This is an optimization exercise on Yosys and OpenROAD, whose aim is small area, not a production implementation.
Only simulation tests tie the RTL to the original design; equivalence was not proved.
The clock port is modelled as an ideal driver, which makes a skipped or thinned clock tree look cheaper than it is; a real chip needs a root buffer or a tree.
Power figures rest on the tool's default switching activity, not on a simulated workload.

==> 10-21 <==
==> flow/design.v (excerpt) <==
module collision_avoidance_car (
    input wire clk,
    input wire rst,
    input wire front_obstacle_detected,
    input wire left_obstacle_detected,
    input wire right_obstacle_detected,
    input wire front_obstacle_slow,
    input wire lane_clear_left,
    input wire lane_clear_right,
    input wire destination_reached,
    input wire [1:0] speed_limit_zone,
    output wire [1:0] acceleration,
    output wire [1:0] steering,
    output wire [1:0] indicators,
    output reg  [7:0] current_speed_out,
    output reg  [31:0] distance_travelled_out,
    output wire [31:0] total_power_consumed_out
);
==> flow/config.mk <==
export PLATFORM = sky130hd
export DESIGN_NAME = collision_avoidance_car
export DESIGN_NICKNAME = collision_avoidance_car
export VERILOG_FILES = /design/flow/design.v
export SDC_FILE = /design/flow/constraint.sdc
export NUM_CORES = 4
export LEC_CHECK = 0
export CAP_MARGIN = 20
export CORE_MARGIN = 2
export CORE_UTILIZATION = 40
export SLEW_MARGIN = 20
export SYNTH_HIERARCHICAL = 1
==> flow/constraint.sdc <==
create_clock -name core_clock -period 9.0 [get_ports {clk}]
set_input_delay 1.8000 -clock core_clock [delete_from_list [all_inputs] [get_ports {clk}]]
set_output_delay 1.8000 -clock core_clock [all_outputs]
set_load 0.01 [all_outputs]
standard.sh (not shown) runs the stock make flow with config.mk's settings and CLKGATE_MAP_FILE= SYNTH_SCRIPT=/design/flow/synth_recipe.tcl, a recipe that flattens the netlist after the stock synthesis.
==> flow/flow/run.sh <==
#!/bin/bash
# The standard layout with three changes:
#  1. after the standard synthesis (unchanged), flow/reabc.sh re-maps the combinational
#     logic for area; registers and full adders keep their instances, names and cells;
#  2. port buffers are buf_1;
#  3. the clock tree is built by flow/mycts.tcl in place of ORFS's cts step: the clock
#     port drives 3 clkbuf_16, each at the centre of its group of flip-flops (balanced k-means groups).
# Logs: standard_*.log, reabc.log, mycts.log here, and each tool's log in orfs/logs.
set -euo pipefail
here=$(pwd)
B="BUFFER_PORTS_ARGS=-buffer_cell sky130_fd_sc_hd__buf_1"
R=orfs/results/sky130hd/collision_avoidance_car/base
bash standard.sh "$B" synth > standard_synth.log 2>&1
cp $R/1_2_yosys.v $R/1_2_yosys_standard.v
bash flow/reabc.sh $here/$R/1_2_yosys_standard.v $here/$R/1_2_yosys.v > reabc.log 2>&1
rm -f $R/1_synth.odb $R/1_synth.sdc
bash standard.sh "$B" place > standard_place.log 2>&1
bash standard.sh "$B" run RUN_SCRIPT=$here/flow/mycts.tcl RUN_LOG_NAME_STEM=4_1_cts \
  MY_CTS_BUF=sky130_fd_sc_hd__clkbuf_16 MY_CTS_GROUPS=3 > mycts.log 2>&1
bash standard.sh "$B" finish > standard_finish.log 2>&1
==> flow/flow/mycts.tcl <==
# Clock tree: the clock port drives CTS_ROOT_BUF buffers placed at the centroids of
# groups of flip-flops (k-means on their placement). Then the rest of ORFS's cts step.
utl::set_metrics_stage "cts__{}"
source $::env(SCRIPTS_DIR)/load.tcl
erase_non_stage_variables cts
load_design 3_place.odb 3_place.sdc

set buf_cell $::env(MY_CTS_BUF)
set ngroups $::env(MY_CTS_GROUPS)
set block [ord::get_db_block]
set clk_net [$block findNet clk]
set sinks {}
foreach it [$clk_net getITerms] {
  set inst [$it getInst]
  lappend sinks [list $it [$inst getLocation]]
}
puts "clock sinks: [llength $sinks]"
# k-means on sink locations
set pts {}
foreach s $sinks { lappend pts [lindex $s 1] }
set n [llength $pts]
set cent {}
for {set g 0} {$g < $ngroups} {incr g} {
  lappend cent [lindex $pts [expr {int(($g + 0.5) * $n / $ngroups)}]]
}
# sort points by x for an initial guess
set pts_sorted [lsort -integer -index 0 $pts]
set cent {}
for {set g 0} {$g < $ngroups} {incr g} {
  lappend cent [lindex $pts_sorted [expr {int(($g + 0.5) * $n / $ngroups)}]]
}
# balanced k-means: each group takes at most ceil(n / ngroups) sinks
set cap [expr {($n + $ngroups - 1) / $ngroups}]
for {set iter 0} {$iter < 40} {incr iter} {
  set pairs {}
  set i 0
  foreach p $pts {
    for {set g 0} {$g < $ngroups} {incr g} {
      set c [lindex $cent $g]
      set dx [expr {double([lindex $p 0]-[lindex $c 0])}]
      set dy [expr {double([lindex $p 1]-[lindex $c 1])}]
      lappend pairs [list [expr {$dx*$dx + $dy*$dy}] $i $g]
    }
    incr i
  }
  set pairs [lsort -real -index 0 $pairs]
  set assign [lrepeat $n -1]
  set count [lrepeat $ngroups 0]
  foreach pr $pairs {
    lassign $pr d i g
    if {[lindex $assign $i] >= 0} continue
    if {[lindex $count $g] >= $cap} continue
    lset assign $i $g
    lset count $g [expr {[lindex $count $g] + 1}]
  }
  set newc {}
  for {set g 0} {$g < $ngroups} {incr g} {
    set sx 0; set sy 0; set k 0
    foreach p $pts a $assign { if {$a == $g} { incr sx [lindex $p 0]; incr sy [lindex $p 1]; incr k } }
    if {$k == 0} { lappend newc [lindex $cent $g] } else { lappend newc [list [expr {$sx / $k}] [expr {$sy / $k}]] }
  }
  set cent $newc
}
set dbu [$block getDbUnitsPerMicron]
for {set g 0} {$g < $ngroups} {incr g} {
  set pins {}
  foreach s $sinks a $assign {
    if {$a == $g} {
      set it [lindex $s 0]
      lappend pins [get_pins -of_objects [get_cells [[$it getInst] getName]] -filter "direction == input && is_clock"]
    }
  }
  set c [lindex $cent $g]
  set x [expr {double([lindex $c 0]) / $dbu}]
  set y [expr {double([lindex $c 1]) / $dbu}]
  puts "group $g: [llength $pins] sinks at $x $y"
  insert_buffer -buffer_cell $buf_cell -net clk -load_pins $pins -location [list $x $y] \
    -buffer_name clkbuf_my_$g -net_name clknet_my_$g
}
foreach net [list clk] { [$block findNet $net] setSigType CLOCK }
foreach inst [$block getInsts] {
  if {[string match "clkbuf_my_*" [$inst getName]]} {
    foreach it [$inst getITerms] {
      set net [$it getNet]
      if {$net != "NULL"} { if {[$net getName] ne "VDD" && [$net getName] ne "VSS"} { $net setSigType CLOCK } }
    }
    puts "inserted [$inst getName] [[$inst getMaster] getName]"
  }
}
set_propagated_clock [all_clocks]

estimate_parasitics -placement
set_placement_padding -global \
  -left $::env(CELL_PAD_IN_SITES_DETAIL_PLACEMENT) \
  -right $::env(CELL_PAD_IN_SITES_DETAIL_PLACEMENT)
detailed_placement
estimate_parasitics -placement
repair_timing_helper
detailed_placement
check_placement -verbose
report_clock_min_period
report_checks -path_delay min_max
report_check_types -max_slew -max_capacitance -violators
foreach g [lsort [array names ::env MY_CTS*]] { puts "$g=$::env($g)" }
report_metrics 4 "cts final"
orfs_write_db $::env(RESULTS_DIR)/4_1_cts.odb
orfs_write_sdc $::env(RESULTS_DIR)/4_cts.sdc
==> flow/flow/reabc.sh <==
#!/bin/bash
# Re-maps the combinational logic of the standard synthesis netlist for area.
# Flip-flops and full adders are kept as they are (same instances, names and cells);
# everything else is flattened to gates, optimised with ABC (&deepsyn) and mapped
# again with an area-oriented mapper. Usage: reabc.sh in.v out.v
set -euo pipefail
in=$1; out=$2
here=$(cd "$(dirname "$0")" && pwd)
LIB=$FLOW_HOME/platforms/sky130hd/lib/sky130_fd_sc_hd__tt_025C_1v80.lib
YOSYS=${YOSYS_EXE:-$FLOW_HOME/../tools/install/yosys/bin/yosys}
[[ -x $YOSYS ]] || YOSYS=yosys
work=$(dirname "$out")
cat > "$work/reabc.abc" <<EOS
strash
&get -n
&deepsyn -T ${REABC_T:-20}
&put
dch -f
amap
EOS
cat > "$work/reabc.ys" <<EOS
read_liberty -ignore_miss_func $LIB
blackbox sky130_fd_sc_hd__df* sky130_fd_sc_hd__fa_* sky130_fd_sc_hd__conb_1
read_verilog $in
hierarchy -check -top collision_avoidance_car
flatten
rename -hide w:*.*
opt -purge
abc -liberty $LIB -dont_use sky130_fd_sc_hd__probe_p_8 -dont_use sky130_fd_sc_hd__probec_p_8 -dont_use sky130_fd_sc_hd__lpflow_* -script $work/reabc.abc
setundef -zero
splitnets
opt_clean -purge
hilomap -singleton -hicell sky130_fd_sc_hd__conb_1 HI -locell sky130_fd_sc_hd__conb_1 LO
opt_clean -purge
write_verilog -noattr -nohex -nodec $work/reabc_raw.v
design -reset
read_liberty -lib $LIB
read_verilog $work/reabc_raw.v
hierarchy -check -top collision_avoidance_car
insbuf -buf sky130_fd_sc_hd__buf_4 A X
opt_clean -purge
check -assert -mapped
tee -o $work/reabc_stat.txt stat -liberty $LIB
write_verilog -noattr -nohex -nodec $out
EOS
"$YOSYS" -s "$work/reabc.ys"
==> inputs of 11-14, as changes to 10-21 <==
--- a/flow/design.v
+++ b/flow/design.v
@@ -24,23 +24,25 @@
     reg [1:0] zone_r;
     always @(posedge clk or posedge rst) begin
         if (rst) begin
             front_cnt <= 2'd0;
             left_h1   <= 1'b0;
+            left_h2   <= 1'b0;
             right_h1  <= 1'b0;
+            right_h2  <= 1'b0;
             dest_r    <= 1'b0;
         end else begin
             front_cnt[1] <= front_obstacle_detected & (front_cnt[1] | front_cnt[0]);
             front_cnt[0] <= front_obstacle_detected & (front_cnt[1] | ~front_cnt[0]);
             left_h1   <= left_obstacle_detected;
+            left_h2   <= left_obstacle_detected & left_h1;
             right_h1  <= right_obstacle_detected;
+            right_h2  <= right_obstacle_detected & right_h1;
             dest_r    <= destination_reached;
         end
     end
     always @(posedge clk) begin
-        left_h2   <= left_obstacle_detected & left_h1;
-        right_h2  <= right_obstacle_detected & right_h1;
         lcl_ok    <= lane_clear_left  & ~(left_obstacle_detected  & left_h2);
         lcr_ok    <= lane_clear_right & ~(right_obstacle_detected & right_h2);
         slow_r    <= front_obstacle_slow;
         zone_r    <= speed_limit_zone;
     end
==> flow/flow/run.sh (replaced) <==
#!/bin/bash
# The standard layout (standard synthesis unchanged) with buf_1 port buffers, and a
# clock tree built by flow/mycts.tcl in place of ORFS's cts step: the clock port drives
# 4 sky130_fd_sc_hd__clkbuf_16 buffer(s), each at the centre of its group of flip-flops.
# Logs: standard_*.log, mycts.log, and each tool's log in orfs/logs.
set -euo pipefail
here=$(pwd)
B="BUFFER_PORTS_ARGS=-buffer_cell sky130_fd_sc_hd__buf_1"
bash standard.sh "$B" place > standard_place.log 2>&1
bash standard.sh "$B" run RUN_SCRIPT=$here/flow/mycts.tcl RUN_LOG_NAME_STEM=4_1_cts \
  MY_CTS_BUF=sky130_fd_sc_hd__clkbuf_16 MY_CTS_GROUPS=4 > mycts.log 2>&1
bash standard.sh "$B" finish > standard_finish.log 2>&1
--- a/flow/flow/mycts.tcl
+++ b/flow/flow/mycts.tcl
@@ -27,33 +27,20 @@
 set pts_sorted [lsort -integer -index 0 $pts]
 set cent {}
 for {set g 0} {$g < $ngroups} {incr g} {
   lappend cent [lindex $pts_sorted [expr {int(($g + 0.5) * $n / $ngroups)}]]
 }
-# balanced k-means: each group takes at most ceil(n / ngroups) sinks
-set cap [expr {($n + $ngroups - 1) / $ngroups}]
-for {set iter 0} {$iter < 40} {incr iter} {
-  set pairs {}
-  set i 0
+for {set iter 0} {$iter < 30} {incr iter} {
+  set assign {}
   foreach p $pts {
+    set best 0; set bd 1e30
     for {set g 0} {$g < $ngroups} {incr g} {
       set c [lindex $cent $g]
-      set dx [expr {double([lindex $p 0]-[lindex $c 0])}]
-      set dy [expr {double([lindex $p 1]-[lindex $c 1])}]
-      lappend pairs [list [expr {$dx*$dx + $dy*$dy}] $i $g]
+      set d [expr {abs([lindex $p 0]-[lindex $c 0]) + abs([lindex $p 1]-[lindex $c 1])}]
+      if {$d < $bd} { set bd $d; set best $g }
     }
-    incr i
-  }
-  set pairs [lsort -real -index 0 $pairs]
-  set assign [lrepeat $n -1]
-  set count [lrepeat $ngroups 0]
-  foreach pr $pairs {
-    lassign $pr d i g
-    if {[lindex $assign $i] >= 0} continue
-    if {[lindex $count $g] >= $cap} continue
-    lset assign $i $g
-    lset count $g [expr {[lindex $count $g] + 1}]
+    lappend assign $best
   }
   set newc {}
   for {set g 0} {$g < $ngroups} {incr g} {
     set sx 0; set sy 0; set k 0
     foreach p $pts a $assign { if {$a == $g} { incr sx [lindex $p 0]; incr sy [lindex $p 1]; incr k } }
removed: flow/flow/reabc.sh
==> inputs of 05-27, as changes to 10-21 <==
Settings changed: CORE_UTILIZATION 40 to 70.
==> qor summary <==
|  | 05-27 | 10-21 | 11-14 |
|---|---|---|---|
| Seq power | 682 uW | 681 uW | 688 uW |
| Mean instance size in the synthesized netlist | 11.2 um^2 | 11.2 um^2 | 14.2 um^2 |
| Most common cell after layout, fill and taps aside | sky130_fd_sc_hd__nor2_1 | sky130_fd_sc_hd__nor2_1 | sky130_fd_sc_hd__buf_1 |
| Width of the chip | 83.6 um | 109 um | 112 um |
| Detailed-router iteration count before antenna repair | 5 | 4 | 6 |
| Cell depth of the worst setup path | 29 | 28 | 25 |
| Area growth from synthesis to final layout | 11.0% | 12.8% | 12.0% |
| HP Start | left_h2$_DFF_P_ | left_h2$_DFF_P_ | left_h2$_DFF_PP0_ |
| Internal power contribution | 1070 uW | 1060 uW | 1010 uW |
| Placed Area | 0.00484 mm^2 | 0.00492 mm^2 | 0.00516 mm^2 |
| Outcome | finished clean | finished clean | finished clean |
| Count of buffering cells on the critical path with inverters included | 1 | 0 | 0 |
| Layout multi-input combinational cell count | 272 | 272 | 220 |
| Placed Cells | 555 | 620 | 554 |
| Met1 Resource Use GR | 34.7% | 20.6% | 20.2% |
| Area occupied by multi-input gates | 0.00206 mm^2 | 0.00206 mm^2 | 0.00235 mm^2 |
| GR met2 Demand/Resource | 42.4% | 22.8% | 22.0% |
| GRT Resource Usage Total | 24.3% | 13.9% | 13.5% |
| Transition time of the tightest slew-check pin | 0.729 ns | 0.768 ns | 0.778 ns |
| Detailed-route vias per instance | 5.47 | 4.72 | 5.04 |
No run of this note takes its clock network from TritonCTS; it comes from the design's own scripts or RTL.

==> port drivers added, routing unchanged <==
The flow's constraints put no driver on any port. The routed layouts listed below were extracted and timed again, unchanged, in two steps.
Step 1, drivers: a clkbuf_16 drives clk and a buf_2 each remaining input, both assumed.
Step 2 moves the port delays by t, midway between the first and last clock arrival at a register: inputs arrive t later, outputs are due t later. That takes back most of the time a late clock gives input paths.
a / b / c = ideal ports / drivers / drivers and shift; a / b = the first two.
run	shift t [ns]	slack for setup (ns)	hold slack, ns
10-21	0.229	0.653 / 0.653 / 0.653	0.437 / 0.437 / 0.437
11-14	0.237	0.871 / 0.871 / 0.871	0.435 / 0.435 / 0.435
05-27	0.229	0.470 / 0.470 / 0.470	0.424 / 0.424 / 0.424
After both steps setup and hold are still met in every run listed.
